Context: an optimization exercise on an open-source flow, tuned for small area. The choices shown serve that exercise and are no tape-out recipe.
In this exercise RTL edits were held to simulation tests only and were not proved equivalent to the original.
Power is estimated from default activity; no workload was simulated.

## the baseline
// top
module top(
        clk, reset, up, down, hsync, vsync, rgb, pmod_switch, pause_switch,
        MISO, SW, SS, MOSI, SCLK, LED, an, seg
    );
Size: ~790 cells after synthesis, ~41 I/O pins, roughly 7900 µm² of cells after synthesis.
==> module clk5Hz, before the edit <==
module clk5Hz(
    input  CLK,
    input  RST,
    output HIT
    );
    localparam [23:0] END     = 24'ha691e4;
    localparam [23:0] ENDMASK = 24'hffff9f;
    reg [23:0] c;
    assign HIT = ((c ^ END) & ENDMASK) == 24'd0;
    always @(posedge CLK)
        if (RST | HIT) c <= 24'd0;
        else           c <= {c[22:0], ~(c[23] ^ c[18])};
endmodule
==> module clk66kHZ, before the edit <==
module clk66kHZ(
    input  CLK,
    input  RST,
    output reg CLKOUT,
    output RISE,
    output FALL
    );
    localparam [9:0] END     = 10'h2e7;
    localparam [9:0] ENDMASK = 10'h3fb;
    reg [9:0] c;
    wire hit = ((c ^ END) & ENDMASK) == 10'd0;
    assign RISE = hit & ~CLKOUT;
    assign FALL = hit & CLKOUT;
    always @(posedge CLK) begin
        if (RST | hit) c <= 10'd0;
        else           c <= {c[8:0], ~(c[9] ^ c[6])};
        if (RST)       CLKOUT <= 1'b0;
        else if (hit)  CLKOUT <= ~CLKOUT;
    end
endmodule
==> module sevenSeg, before the edit <==
module sevenSeg(
    input        CLK,
    input        RST,
    input  [3:0] DIN1,
    input  [3:0] DIN2,
    input  [3:0] DIN3,
    input  [3:0] DIN4,
    output [3:0] AN,
    output [6:0] SEG
    );
    localparam [15:0] END     = 16'hc717;
    localparam [15:0] ENDMASK = 16'hf3ff;
    reg [15:0] c;
    reg        DCLK;
    reg [1:0]  cnt;
    reg        started;
    reg [3:0]  dig;
    wire hit = ((c ^ END) & ENDMASK) == 16'd0;
    wire [3:0] muxData = cnt[1] ? (cnt[0] ? DIN4 : DIN3) : (cnt[0] ? DIN2 : DIN1);
    always @(posedge CLK) begin
        if (RST | hit) c <= 16'd0;
        else           c <= {c[14:0], ~(c[15] ^ c[12])};
        if (RST) begin
            DCLK <= 1'b0;
            cnt <= 2'd0;
            started <= 1'b0;
            dig <= 4'd0;
        end else begin
            DCLK <= hit;
            if (DCLK) begin
                cnt <= {cnt[1] ^ cnt[0], ~cnt[0]};
                started <= 1'b1;
                dig <= muxData;
            end
        end
    end
    assign AN = {~(~cnt[1] & ~cnt[0]), ~(cnt[1] & cnt[0]),
                 ~(cnt[1] & ~cnt[0]), ~(~cnt[1] & cnt[0])} & {4{started}};
    wire d3 = dig[3], d2 = dig[2], d1 = dig[1], d0 = dig[0];
    assign SEG[0] = ~d3 & ~d1 & (d2 ^ d0);                  
    assign SEG[1] = d2 & (d1 ^ d0);                         
    assign SEG[2] = ~d2 & d1 & ~d0;                         
    assign SEG[3] = ~d3 & ((~d1 & (d2 ^ d0)) | (d2 & d1 & d0));  
    assign SEG[4] = d0 | (d2 & ~d1);                        
    assign SEG[5] = ~d3 & ((~d2 & (d1 | d0)) | (d1 & d0));  
    assign SEG[6] = ~d3 & ((~d2 & ~d1) | (d2 & d1 & d0));   
endmodule
Settings: LEC_CHECK=0, CAP_MARGIN=20, CORE_MARGIN=2, CORE_UTILIZATION=40, SLEW_MARGIN=20; clock period 10.0 ns.
standard.sh (not shown) runs the stock make flow with config.mk's settings and CLKGATE_MAP_FILE= SYNTH_SCRIPT=/design/flow/synth_recipe.tcl, a recipe that flattens the netlist after the stock synthesis.
==> flow/flow/run.sh <==
#!/bin/bash
# Layout flow: the standard flow (standard.sh), with two changes:
#  1. after the standard synthesis, its combinational logic is mapped again
#     by ABC for area; the registers (names, cell types) are kept as they are;
#  2. the port buffers are buf_1 cells and CTS adds no dummy clock loads.
# Each tool's output goes to a log_*.log file in this folder.
set -euo pipefail
W=$PWD
R=$W/orfs/results/$FLOW_PLATFORM/top/base
LIB=$FLOW_HOME/platforms/$FLOW_PLATFORM/lib/sky130_fd_sc_hd__tt_025C_1v80.lib
YOSYS=$(command -v yosys || echo "$FLOW_HOME/../tools/install/yosys/bin/yosys")

# 1. standard synthesis
bash standard.sh synth > "$W/log_1_standard_synth.log" 2>&1
cp "$R/1_2_yosys.v" "$W/std_1_2_yosys.v"

# 2. re-map the combinational logic
python3 flow/gen_models.py "$LIB" "$W/models_comb.v" "$W/models_seq.v" > "$W/log_2_models.log" 2>&1
sed -e "s#@LIB@#$LIB#g" -e "s#@W@#$W#g" flow/resyn.ys > "$W/resyn.ys"
sed -e "s#@LIB@#$LIB#g" -e "s#@W@#$W#g" flow/equiv.ys > "$W/equiv.ys"
# use the re-mapped netlist only if it has the same registers (names and cell
# types) as the standard synthesis and is proven equal to it
if "$YOSYS" -s "$W/resyn.ys" > "$W/log_3_resyn.log" 2>&1 &&
   grep -oE '^ *sky130_fd_sc_hd__[a-z0-9_]*df[a-z0-9_]* +[^ ]+' "$W/std_1_2_yosys.v" | sort > "$W/regs_std.txt" &&
   grep -oE '^ *sky130_fd_sc_hd__[a-z0-9_]*df[a-z0-9_]* +[^ ]+' "$W/resyn.v" | sort > "$W/regs_resyn.txt" &&
   cmp "$W/regs_std.txt" "$W/regs_resyn.txt" > "$W/log_4_regs.log" 2>&1 &&
   "$YOSYS" -s "$W/equiv.ys" > "$W/log_5_equiv.log" 2>&1; then
  cp "$W/resyn.v" "$R/1_2_yosys.v"
  echo "re-mapped netlist used" > "$W/resyn_used.txt"
else
  echo "re-mapped netlist NOT used" > "$W/resyn_used.txt"
fi

# 3. the rest of the standard flow
export BUFFER_PORTS_ARGS="-buffer_cell sky130_fd_sc_hd__buf_1"
export CTS_ARGS="-sink_clustering_enable -repair_clock_nets -dont_use_dummy_load -sink_clustering_buffer sky130_fd_sc_hd__clkbuf_4 -root_buf sky130_fd_sc_hd__clkbuf_8 -buf_list {sky130_fd_sc_hd__clkbuf_4 sky130_fd_sc_hd__clkbuf_8}"
bash standard.sh > "$W/log_6_standard_layout.log" 2>&1
Other scripts of this flow, unchanged in this note and not shown: flow/flow/abc_area.script, flow/flow/equiv.ys, flow/flow/gen_models.py, flow/flow/resyn.ys
Modified inputs, the candidate compared to the baseline
diff --git a/flow/design.v b/flow/design.v
--- a/flow/design.v
+++ b/flow/design.v
@@ -17,15 +17,15 @@
     input  CLK,
     input  RST,
     output HIT
     );
-    localparam [23:0] END     = 24'ha691e4;
-    localparam [23:0] ENDMASK = 24'hffff9f;
+    localparam [23:0] END     = 24'h9d8f5c;
+    localparam [23:0] ENDMASK = 24'hffffbb;
     reg [23:0] c;
     assign HIT = ((c ^ END) & ENDMASK) == 24'd0;
     always @(posedge CLK)
         if (RST | HIT) c <= 24'd0;
-        else           c <= {c[22:0], ~(c[23] ^ c[18])};
+        else           c <= {~c[22:0], ~(c[23] ^ c[18])};
 endmodule
 `timescale 1ns / 1ps
 module clk66kHZ(
     input  CLK,
@@ -33,17 +33,17 @@
     output reg CLKOUT,
     output RISE,
     output FALL
     );
-    localparam [9:0] END     = 10'h2e7;
-    localparam [9:0] ENDMASK = 10'h3fb;
+    localparam [9:0] END     = 10'h25b;
+    localparam [9:0] ENDMASK = 10'h3fd;
     reg [9:0] c;
     wire hit = ((c ^ END) & ENDMASK) == 10'd0;
     assign RISE = hit & ~CLKOUT;
     assign FALL = hit & CLKOUT;
     always @(posedge CLK) begin
         if (RST | hit) c <= 10'd0;
-        else           c <= {c[8:0], ~(c[9] ^ c[6])};
+        else           c <= {~c[8:0], ~(c[9] ^ c[8])};
         if (RST)       CLKOUT <= 1'b0;
         else if (hit)  CLKOUT <= ~CLKOUT;
     end
 endmodule
@@ -338,10 +338,10 @@
     input  [3:0] DIN4,
     output [3:0] AN,
     output [6:0] SEG
     );
-    localparam [15:0] END     = 16'hc717;
-    localparam [15:0] ENDMASK = 16'hf3ff;
+    localparam [15:0] END     = 16'hbd0d;
+    localparam [15:0] ENDMASK = 16'hfff7;
     reg [15:0] c;
     reg        DCLK;
     reg [1:0]  cnt;
     reg        started;
@@ -349,9 +349,9 @@
     wire hit = ((c ^ END) & ENDMASK) == 16'd0;
     wire [3:0] muxData = cnt[1] ? (cnt[0] ? DIN4 : DIN3) : (cnt[0] ? DIN2 : DIN1);
     always @(posedge CLK) begin
         if (RST | hit) c <= 16'd0;
-        else           c <= {c[14:0], ~(c[15] ^ c[12])};
+        else           c <= {~c[14:0], ~(c[15] ^ c[12])};
         if (RST) begin
             DCLK <= 1'b0;
             cnt <= 2'd0;
             started <= 1'b0;
--- outcome ---
Diff the candidate and the baseline: clock power share higher in the baseline
In the candidate, the post-detailed-routing wire length came out about 1.5% below the value in the baseline.
| post-layout net count | the candidate vs the baseline | ≈ equal |
As far as final standard cell count with taps included and fillers excluded is concerned, the baseline and the candidate perform about the same.
Going from the baseline to the candidate, final design area excluding fillers shrinks by 1.1%.
Changes observed in the candidate relative to the baseline: global-route wire length before repair fell 1.4%; final critical delay including setup and external delays higher; multi-input gate share of the layout cell area shows a reduction of 0.60 points; worst hold slack barely changed; clock network latency to the later pin of the worst-skew pair saw a decrease.
Between the candidate and the baseline, the area overhead of the layout relative to synthesis is higher for the baseline.

-- static timing again, ports no longer ideal --
The results above use ideal ports. As a check the final layouts listed here were re-extracted and re-timed, cells and wires unchanged.
Step 1 (the two cells are an assumption about what drives the block):
set clk [get_ports {clk}]
set_driving_cell -lib_cell sky130_fd_sc_hd__clkbuf_16 $clk
set_driving_cell -lib_cell sky130_fd_sc_hd__buf_2 [delete_from_list [all_inputs] $clk]
Step 2, shift: input delay + t, output delay - t, t = (earliest + latest rising clock arrival at the registers) / 2. This alone moves slack from input paths to output paths.
a / b / c = ideal ports / drivers / drivers and shift; a / b = the first two.
run | t (ns) | setup slack, ns | clock arrival spread, ns | slew at the worst register clock pin (ns)
the baseline | 0.481 | 3.437 / 3.437 / 3.437 | 0.041 / 0.041 | 0.10 / 0.10
the candidate | 0.469 | 3.365 / 3.365 / 3.365 | 0.030 / 0.030 | 0.09 / 0.09
After both steps every run listed still meets setup and hold.
